Source: an optimization exercise on an open RTL-to-GDS flow (aim: small area). Production flows keep margins and buffers that such runs may drop. In this exercise RTL edits were held to simulation tests only and were not proved equivalent to the original.

// Motor_Controller
module Motor_Controller
#(
parameter
      CLK_FREQUENCY     = 8'd4,       
      PWM_PERIOD        = 16'd2016,   
      SPEED_CTRL_PERIOD = 16'd2       
)
(
    input in_rst_n,
    input in_clk,
    input in_module_en,
    input in_fwd_dir,
    input in_PID_passby,
    input in_phA,
    input in_phB,
    input [15:0] in_speed_set,
    output reg [15:0] out_cur_speed,
    input [15:0] in_kp_param,
    input [15:0] in_ki_param,
    input [15:0] in_pid_out_max,
    input [15:0] in_pid_out_min,
    input [31:0] in_pid_ui_limit,
    output reg out_reg_PWMdir,
    output out_w_PWM
);
Size in the first run: roughly 1900 cells after synthesis, ~140 I/O pins, ~17000 µm² of cells after synthesis.
==> flow/config.mk <==
export PLATFORM = sky130hd
export DESIGN_NAME = Motor_Controller
export DESIGN_NICKNAME = Motor_Controller
export VERILOG_FILES = /design/flow/design.v
export SDC_FILE = /design/flow/constraint.sdc
export NUM_CORES = 4
export LEC_CHECK = 0
export CAP_MARGIN = 20
export CORE_MARGIN = 2
export CORE_UTILIZATION = 40
export CTS_BUF_LIST = sky130_fd_sc_hd__clkbuf_4 sky130_fd_sc_hd__clkbuf_8
export GPL_TIMING_DRIVEN = 0
export SLEW_MARGIN = 20
export SYNTH_HIERARCHICAL = 1
==> flow/constraint.sdc <==
create_clock -name core_clock -period 10.0 [get_ports {in_clk}]
set_input_delay 2.0000 -clock core_clock [delete_from_list [all_inputs] [get_ports {in_clk}]]
set_output_delay 2.0000 -clock core_clock [all_outputs]
set_load 0.01 [all_outputs]
standard.sh (not shown) runs the stock make flow with config.mk's settings and CLKGATE_MAP_FILE= SYNTH_SCRIPT=/design/flow/synth_recipe.tcl, a recipe that flattens the netlist after the stock synthesis.
==> flow/flow/run.sh <==
#!/bin/bash
# Own layout flow:
#  1. the standard synthesis (standard.sh synth);
#  2. flow/remap.py maps the combinational logic again with an area-oriented
#     ABC script (flip-flops, full/half adders and their names are kept);
#  3. flow/polopt.py removes inverters around full adders and picks gate
#     polarity twins;
#  4. the standard layout of that netlist, with the smallest port buffer.
set -euo pipefail
W=$(pwd)
R=$W/orfs/results/$FLOW_PLATFORM/Motor_Controller/base
LIB=$FLOW_HOME/platforms/$FLOW_PLATFORM/lib/sky130_fd_sc_hd__tt_025C_1v80.lib
YS=$(command -v yosys || echo $FLOW_HOME/../tools/install/yosys/bin/yosys)
bash standard.sh synth > $W/synth.log 2>&1
cp $R/1_2_yosys.v $W/1_2_yosys.std.v
python3 $W/flow/remap.py $YS $LIB $W/1_2_yosys.std.v $W/1_2_yosys.remap.v > $W/remap.log 2>&1
python3 $W/flow/polopt.py $W/1_2_yosys.remap.v $R/1_2_yosys.v $LIB > $W/polopt.log 2>&1
rm -f $R/1_synth.odb
bash standard.sh 'BUFFER_PORTS_ARGS=-buffer_cell sky130_fd_sc_hd__buf_1' finish > $W/layout.log 2>&1
==> flow/flow/remap.py <==
#!/usr/bin/env python3
"""Re-map the combinational logic of a mapped netlist with an area-oriented
ABC script. Flip-flops, full and half adders and tie cells stay as they are
(same instances and names); every other cell is read as its liberty function
and mapped again.

usage: remap.py yosys liberty in.v out.v"""
import sys, subprocess, os, re, tempfile
ys, lib, src, dst = sys.argv[1:5]
keep = set(re.findall(r'^\s*(sky130_fd_sc_hd__(?:fa|ha|df|edf|sdf|dl|conb)\w*)\s', open(src).read(), re.M))
libcells = re.findall(r'cell \("(sky130_fd_sc_hd__\w+)"\)', open(lib).read())
dont = ' '.join('-dont_use ' + c for c in libcells if 'lpflow' in c or 'probe' in c)
d = tempfile.mkdtemp(prefix='remap')
abc = os.path.join(d, 'area.abc')
open(abc, 'w').write('strash\ndc2\ndch -f\nmap -a\nmfs2\nstrash\ndch -f\nmap -a\ntopo\ndnsize\n')
script = os.path.join(d, 'remap.ys')
open(script, 'w').write('''read_liberty -ignore_miss_func %s
read_verilog %s
hierarchy -top Motor_Controller
setattr -mod -set keep_hierarchy 1 %s
flatten
opt_clean
abc -liberty %s %s -script %s Motor_Controller
opt_clean -purge
select Motor_Controller
write_verilog -noattr -noexpr -nohex -nodec -selected %s
''' % (lib, src, ' '.join(sorted(keep)), lib, dont, abc, dst))
r = subprocess.run([ys, '-q', '-l', dst + '.log', script], capture_output=True, text=True)
sys.exit(r.returncode)
Other scripts of this flow, unchanged in this note and not shown: flow/flow/polopt.py
Edit:
==> flow/flow/run.sh (replaced) <==
#!/bin/bash
# Own layout flow: the standard synthesis, then a signal-polarity clean-up of
# the mapped netlist (flow/polopt.py: removes inverters around full adders and
# picks inverted/non-inverted gate twins), then the standard layout of that
# netlist, with the smallest buffer on the ports.
set -euo pipefail
W=$(pwd)
R=$W/orfs/results/$FLOW_PLATFORM/Motor_Controller/base
LIB=$FLOW_HOME/platforms/$FLOW_PLATFORM/lib/sky130_fd_sc_hd__tt_025C_1v80.lib
bash standard.sh synth > $W/synth.log 2>&1
cp $R/1_2_yosys.v $W/1_2_yosys.std.v
python3 $W/flow/polopt.py $W/1_2_yosys.std.v $R/1_2_yosys.v $LIB > $W/polopt.log 2>&1
rm -f $R/1_synth.odb
bash standard.sh 'BUFFER_PORTS_ARGS=-buffer_cell sky130_fd_sc_hd__buf_1' finish > $W/layout.log 2>&1
Settings changed: GPL_TIMING_DRIVEN 0 to unset.
removed: flow/flow/remap.py
Synthesized area rose by about 12%.
Setup slack loses 0.053 ns.

* * *

Starting RTL as in the previous note.
clock: 10.0 ns
lec_check: 0
cap_margin: 20
core_margin: 2
core_utilization: 40
cts_buf_list: sky130_fd_sc_hd__clkbuf_4 sky130_fd_sc_hd__clkbuf_8
slew_margin: 20
synth_hierarchical: 1
==> flow/flow/run.sh <==
#!/bin/bash
# Own layout flow:
#  1. the standard synthesis (standard.sh synth);
#  2. flow/remap.py maps the combinational logic again with an area-oriented
#     ABC script (flip-flops, full/half adders and their names are kept);
#  3. flow/polopt.py removes inverters around full adders and picks gate
#     polarity twins;
#  4. the standard layout of that netlist, with the smallest port buffer.
set -euo pipefail
W=$(pwd)
R=$W/orfs/results/$FLOW_PLATFORM/Motor_Controller/base
LIB=$FLOW_HOME/platforms/$FLOW_PLATFORM/lib/sky130_fd_sc_hd__tt_025C_1v80.lib
YS=$(command -v yosys || echo $FLOW_HOME/../tools/install/yosys/bin/yosys)
bash standard.sh synth > $W/synth.log 2>&1
cp $R/1_2_yosys.v $W/1_2_yosys.std.v
python3 $W/flow/remap.py $YS $LIB $W/1_2_yosys.std.v $W/1_2_yosys.remap.v > $W/remap.log 2>&1
python3 $W/flow/polopt.py $W/1_2_yosys.remap.v $R/1_2_yosys.v $LIB > $W/polopt.log 2>&1
rm -f $R/1_synth.odb
bash standard.sh 'BUFFER_PORTS_ARGS=-buffer_cell sky130_fd_sc_hd__buf_1' finish > $W/layout.log 2>&1
==> flow/flow/remap.py <==
#!/usr/bin/env python3
"""Re-map the combinational logic of a mapped netlist with an area-oriented
ABC script. Flip-flops, full and half adders and tie cells stay as they are
(same instances and names); every other cell is read as its liberty function
and mapped again.

usage: remap.py yosys liberty in.v out.v"""
import sys, subprocess, os, re, tempfile
ys, lib, src, dst = sys.argv[1:5]
keep = set(re.findall(r'^\s*(sky130_fd_sc_hd__(?:fa|ha|df|edf|sdf|dl|conb)\w*)\s', open(src).read(), re.M))
d = tempfile.mkdtemp(prefix='remap')
abc = os.path.join(d, 'area.abc')
open(abc, 'w').write('strash\ndc2\ndch -f\nmap -a\nmfs2\nstrash\ndch -f\nmap -a\ntopo\ndnsize\n')
script = os.path.join(d, 'remap.ys')
open(script, 'w').write('''read_liberty -ignore_miss_func %s
read_verilog %s
hierarchy -top Motor_Controller
setattr -mod -set keep_hierarchy 1 %s
flatten
opt_clean
abc -liberty %s -script %s Motor_Controller
opt_clean -purge
select Motor_Controller
write_verilog -noattr -noexpr -nohex -nodec -selected %s
''' % (lib, src, ' '.join(sorted(keep)), lib, abc, dst))
r = subprocess.run([ys, '-q', '-l', dst + '.log', script], capture_output=True, text=True)
sys.exit(r.returncode)
Other scripts of this flow, unchanged in this note and not shown: flow/flow/polopt.py
Rerun with:
--- a/flow/flow/remap.py
+++ b/flow/flow/remap.py
@@ -10,0 +11,2 @@
+libcells = re.findall(r'cell \("(sky130_fd_sc_hd__\w+)"\)', open(lib).read())
+dont = ' '.join('-dont_use ' + c for c in libcells if 'lpflow' in c or 'probe' in c)
@@ -21 +23 @@
-abc -liberty %s -script %s Motor_Controller
+abc -liberty %s %s -script %s Motor_Controller
@@ -25 +27 @@
-''' % (lib, src, ' '.join(sorted(keep)), lib, abc, dst))
+''' % (lib, src, ' '.join(sorted(keep)), lib, dont, abc, dst))
The changed run produced a clean layout.
Via count stays flat.
Register-to-register slack got worse by 0.20 ns.
Worst setup slack degrades by 0.031 ns.
Die area is about the same.
Clock-buffer cell count drops by 1.
Rerun with:
Settings changed: CAP_MARGIN 20 to 0, SLEW_MARGIN 20 to 0.
Cell area is about the same.
Flip-flop and latch count does not change.
Global-route usage barely changes.

* * *

Another version of the RTL of Motor_Controller (not shown whole).
For scale: about 1800 cells after synthesis, roughly 140 I/O pins.
export LEC_CHECK = 0
export CAP_MARGIN = 20
export CORE_MARGIN = 2
export CORE_UTILIZATION = 75
export CTS_BUF_LIST = sky130_fd_sc_hd__clkbuf_4 sky130_fd_sc_hd__clkbuf_8
export PLACE_DENSITY = 0.85
export SLEW_MARGIN = 20
export SYNTH_HIERARCHICAL = 1
create_clock -name core_clock -period 10.0 [get_ports {in_clk}]
==> flow/flow/run.sh <==
#!/bin/bash
# Own layout flow:
#  1. the standard synthesis (standard.sh synth);
#  2. flow/choose.py: the standard netlist and versions of it whose
#     combinational logic flow/remap.py mapped again with area-oriented ABC
#     scripts (flip-flops, full/half adders and all register names kept) each go
#     through flow/polopt.py (inverter clean-up around full adders, gate
#     polarity twins); the smallest is kept, with a few more rounds of both
#     while they help;
#  3. the standard layout of that netlist, with the smallest port buffer.
set -euo pipefail
W=$(pwd)
R=$W/orfs/results/$FLOW_PLATFORM/Motor_Controller/base
LIB=$FLOW_HOME/platforms/$FLOW_PLATFORM/lib/sky130_fd_sc_hd__tt_025C_1v80.lib
export YOSYS=$(command -v yosys || echo $FLOW_HOME/../tools/install/yosys/bin/yosys)
bash standard.sh synth > $W/synth.log 2>&1
cp $R/1_2_yosys.v $W/1_2_yosys.std.v
python3 $W/flow/choose.py $LIB $R/1_2_yosys.v $W/1_2_yosys.std.v > $W/choose.log 2>&1
rm -f $R/1_synth.odb
bash standard.sh 'BUFFER_PORTS_ARGS=-buffer_cell sky130_fd_sc_hd__buf_1' finish > $W/layout.log 2>&1
Other scripts of this flow, unchanged in this note and not shown: flow/flow/choose.py, flow/flow/polopt.py, flow/flow/remap.py
The first run finished with timing, DRC and antenna clean.
==> next run, changes <==
CORE_UTILIZATION = 60   (was 75)
PLACE_DENSITY = 0.7   (was 0.85)
Result: The new run finished clean; worst hold slack loses 0.0034 ns; routed wire length went down by about 1.4%; cell area is higher by about 0.44%; count of clock-buffer cells in the layout increases by 2.
==> next run, changes <==
CTS_BUF_LIST = sky130_fd_sc_hd__clkbuf_8   (was sky130_fd_sc_hd__clkbuf_4 sky130_fd_sc_hd__clkbuf_8)
CTS_CLUSTER_DIAMETER = 80   (was unset)
CTS_CLUSTER_SIZE = 30   (was unset)
Effect:
- die area stays the same
- clock-buffer cell count fell by 1
- routed wire length does not change
- design area barely changes
- maximum frequency stays the same
- global-route usage stays the same
- via count is about the same
- synthesized cell count does not change
- clock skew is about the same

## port drivers added, routing unchanged
The results above use ideal ports. As a check the final layouts listed here were re-extracted and re-timed, cells and wires unchanged.
Step 1: set_driving_cell puts a clkbuf_16 on in_clk and a buf_2 on each other input, an assumption about the parent block.
Step 2 also shifts input and output timing later by t, the mid clock arrival at the registers, as if the neighbouring blocks saw the same clock.
Slacks: no drivers / after step 1 / after step 2; pairs: no drivers / after step 1.
run | t (ns) | setup slack, ns | pins driven straight from the clock port
the first run of note 1 | 0.550 | 0.371 / 0.310 / -0.240 | 1
the second run of note 1 | 0.531 | 0.319 / 0.319 / -0.107 | 1
the first run of note 2 | 0.508 | 0.447 / 0.471 / -0.038 | 1
the second run of note 2 | 0.514 | 0.415 / 0.415 / 0.047 | 1
the third run of note 2 | 0.508 | 0.444 / 0.444 / 0.060 | 1
the first run of note 3 | 0.527 | 0.313 / 0.313 / -0.123 | 1
the second run of note 3 | 0.514 | 0.460 / 0.485 / -0.030 | 1
the third run of note 3 | 0.514 | 0.460 / 0.485 / -0.029 | 1
With both steps, setup timing fails in 6 of these runs, where it was met with ideal ports. The setup slack of the first run of note 1, which loses most, moves by -0.061 ns with the drivers and by -0.611 ns with both steps.
